From an optimization exercise on the open Yosys and OpenROAD flow, aimed at small area and a short achievable clock period; shortcuts taken in it are not production practice. At most, simulation tests tie the RTL to the original design; equivalence was not proved. Power and IR drop assume default switching activity.

==> flow/design.v (excerpt) <==
module mesh # (
    parameter integer IDX_WIDTH_FOR_NODES = 3,
    parameter integer NUM_NODES = 2 ** IDX_WIDTH_FOR_NODES
)
(
    input clk,
    input rstn,
    input [17:0] init,
    input [1:0] asel,
    input [NUM_NODES-1:0] csels,
    input [IDX_WIDTH_FOR_NODES-1:0] ressel,
    input [1:0] dinsel,
    input [18*NUM_NODES-1:0] mbram_dout,
    input [17:0] vbram0_dout,
    input [17:0] vbram1_dout,
    output [17:0] vbram0_din,
    output [17:0] vbram1_din
    );
    wire [17:0] bdly [NUM_NODES-1:0];
    assign bdly[0] = mbram_dout[17:0];
    genvar i;
    generate
    for(i = 1; i < NUM_NODES; i = i + 1)
    begin : lane
        dly # (
            .DATA_WIDTH(18),
            .CYC_DLY(i)
        ) dly_inst (
            .clk(clk),
            .din(mbram_dout[18*i +: 18]),
            .dout(bdly[i])
        );
    end
    endgenerate
    wire [17:0] vbram_dout_selected = asel[0] ? vbram1_dout : vbram0_dout;
    wire [17:0] ain_selected = asel[1] ? init : vbram_dout_selected;
    wire [18:0] ax = {ain_selected, 1'b0};
    wire [8:0] dneg [NUM_NODES:0];
    wire [8:0] done [NUM_NODES:0];
    wire [8:0] dtwo [NUM_NODES:0];
    generate
    for(i = 0; i < 9; i = i + 1)
    begin : rec
        assign done[0][i] = ax[2*i+1] ^ ax[2*i];
        assign dtwo[0][i] = (ax[2*i+2] & ~ax[2*i+1] & ~ax[2*i]) |
                            (~ax[2*i+2] & ax[2*i+1] & ax[2*i]);
        assign dneg[0][i] = ax[2*i+2] & ~(ax[2*i+1] & ax[2*i]);
    end
    endgenerate
  ...
Size in the first run: about 9800 cells after synthesis, about 250 I/O pins, roughly 100000 sq um of cells after synthesis.
Settings: LEC_CHECK=0, CAP_MARGIN=20, CORE_MARGIN=2, CORE_UTILIZATION=45, CTS_CLUSTER_DIAMETER=100, CTS_CLUSTER_SIZE=24, PLACE_DENSITY=0.65, SETUP_SLACK_MARGIN=2.7, SLEW_MARGIN=20, SYNTH_HIERARCHICAL=1, SYNTH_MINIMUM_KEEP_SIZE=0; clock period 7.0 ns.
standard.sh (not shown) runs the stock make flow with config.mk's settings and CLKGATE_MAP_FILE= SYNTH_SCRIPT=/design/flow/synth_recipe.tcl, a recipe that flattens the netlist after the stock synthesis.
==> flow/flow/run.sh <==
#!/bin/bash
# Layout flow: the standard flow, with the port buffers that
# buffer_ports inserts made of the plain buffer sky130_fd_sc_hd__buf_1
# (the resizer may still resize them) instead of its default pick.
# Each tool's output goes to the ORFS logs; make's own output to flow.log.
set -o pipefail
export BUFFER_PORTS_ARGS="-buffer_cell sky130_fd_sc_hd__buf_1"
bash standard.sh > flow.log 2>&1
The starting point ran to the end with no violations.
Change:
Settings changed: SETUP_SLACK_MARGIN 2.7 to 2.5.
=> The changed run produced a clean layout; worst setup slack gets worse by 0.27 ns; critical path depth stays the same; hold slack gets better by 0.0092 ns; clock power went up by 6.9%; cell count barely changes; combinational power went down by about 5%; sequential power stays flat; sequential share of layout area stays flat; synthesized area does not change; cell area went down by 0.89%; via count went up by 0.91%.
Change:
Settings changed: SETUP_SLACK_MARGIN 2.5 to 2.85.
Outcome: Global-route usage climbs by 0.45 points. Register-to-register slack gets better by 0.34 ns. Final cell count went up by 0.80%. Sequential share of layout area went down by 0.30 points. Synthesized area is unchanged. Worst setup slack gets better by 0.34 ns. Power goes up by 3.6%. Via count rose by 0.37%. Hold slack gets worse by 0.019 ns.
Change:
Settings changed: CTS_CLUSTER_SIZE 24 to 20, SETUP_SLACK_MARGIN 2.85 to 3.0.
Result: Utilization came out higher by 2.4 points; final area went up by 4.9%; die area does not change; clock power goes up by 5.6%; sequential share of layout area falls by 0.95 points; final cell count grows by about 3%; worst setup slack improves by 0.054 ns.

========
## the baseline
mesh, a different RTL version from the one above (not shown whole).
For scale: ~8900 cells after synthesis, ~1300 flip-flops, roughly 250 I/O pins, ~0.097 sq mm of cells after synthesis.
// mesh
module mesh # (
    parameter integer IDX_WIDTH_FOR_NODES = 3,
    parameter integer NUM_NODES = 2 ** IDX_WIDTH_FOR_NODES
)
(
    input clk,
    input rstn,
    input [17:0] init,
    input [1:0] asel,
    input [NUM_NODES-1:0] csels,
    input [IDX_WIDTH_FOR_NODES-1:0] ressel,
    input [1:0] dinsel,
    input [18*NUM_NODES-1:0] mbram_dout,
    input [17:0] vbram0_dout,
    input [17:0] vbram1_dout,
    output [17:0] vbram0_din,
    output [17:0] vbram1_din
    );
Settings: LEC_CHECK=0, CAP_MARGIN=20, CORE_MARGIN=2, CORE_UTILIZATION=40, PLACE_DENSITY=0.6, SETUP_SLACK_MARGIN=2.9, SLEW_MARGIN=20, SYNTH_HIERARCHICAL=1, SYNTH_MINIMUM_KEEP_SIZE=0; clock period 7.0 ns.
run.sh (not shown) runs the stock make flow with config.mk's settings and CLKGATE_MAP_FILE= SYNTH_SCRIPT=/design/flow/synth_recipe.tcl, a recipe that flattens the netlist after the stock synthesis.
Stock flow here: none of the scripts above is used.
Modified inputs, the candidate compared to the baseline
Settings: PLACE_DENSITY now 0.72, was 0.6; CORE_UTILIZATION now 60, was 40; ABC_CLOCK_PERIOD_IN_PS now 4000, previously not set.
--- outcome ---
- The baseline finished every step from synthesis to the final layout, and the layout passed the timing, DRC and antenna checks.
- The candidate finished every stage and its layout cleared the timing, DRC and antenna checks.
- Instance area after placement, the candidate vs the baseline: down slightly
- The candidate vs the baseline, combinational fraction of design power went up by 1.8 points.
- Post-CTS resize count was higher in the run labelled the baseline.
- Sort the candidate and the baseline by sum of routed wire length over all layers desc -> top: the baseline
- In the reports for the candidate and the baseline, the larger clock network power belongs to the baseline.
- The candidate gives less clock-buffer cell count than the baseline did.
- There was hardly any difference in non-clock buffer count between the baseline and the candidate.
- The candidate against the baseline: clock power share went down by 2.0 points, site row count shows a reduction of 34, reported sequential group power saw little to no change.
Function was not checked in any run of this note: the RTL went through the layout flow alone.

what the ideal ports hide:
Ports are ideal in the flow. The routed layouts listed here were re-timed in OpenROAD.
Step 1, drivers: a clkbuf_16 drives clk and a buf_2 each remaining input, both assumed.
Step 2 also shifts input and output timing later by t, the mid clock arrival at the registers, as if the neighbouring blocks saw the same clock.
Three values: ideal, step 1, step 2; two values: the first two.
run	shift t [ns]	setup slack, ns	worst setup path at the end	worst data-port slew with drivers (ns)
the first run of note 1	0.841	2.773 / 2.675 / 2.013	input to register	0.15
the second run of note 1	0.862	2.499 / 2.267 / 1.926	input to register	0.26
the third run of note 1	0.862	2.835 / 2.622 / 2.161	input to register	0.22
the fourth run of note 1	0.896	2.889 / 2.657 / 2.106	input to register	0.31
the baseline	0.887	2.636 / 2.292 / 1.925	input to register	0.39
the candidate	0.873	2.590 / 2.263 / 1.907	input to register	0.53
After both steps setup and hold are still met in every run listed. The setup slack of the fourth run of note 1, which loses most, moves by -0.232 ns with the drivers and by -0.783 ns with both steps.
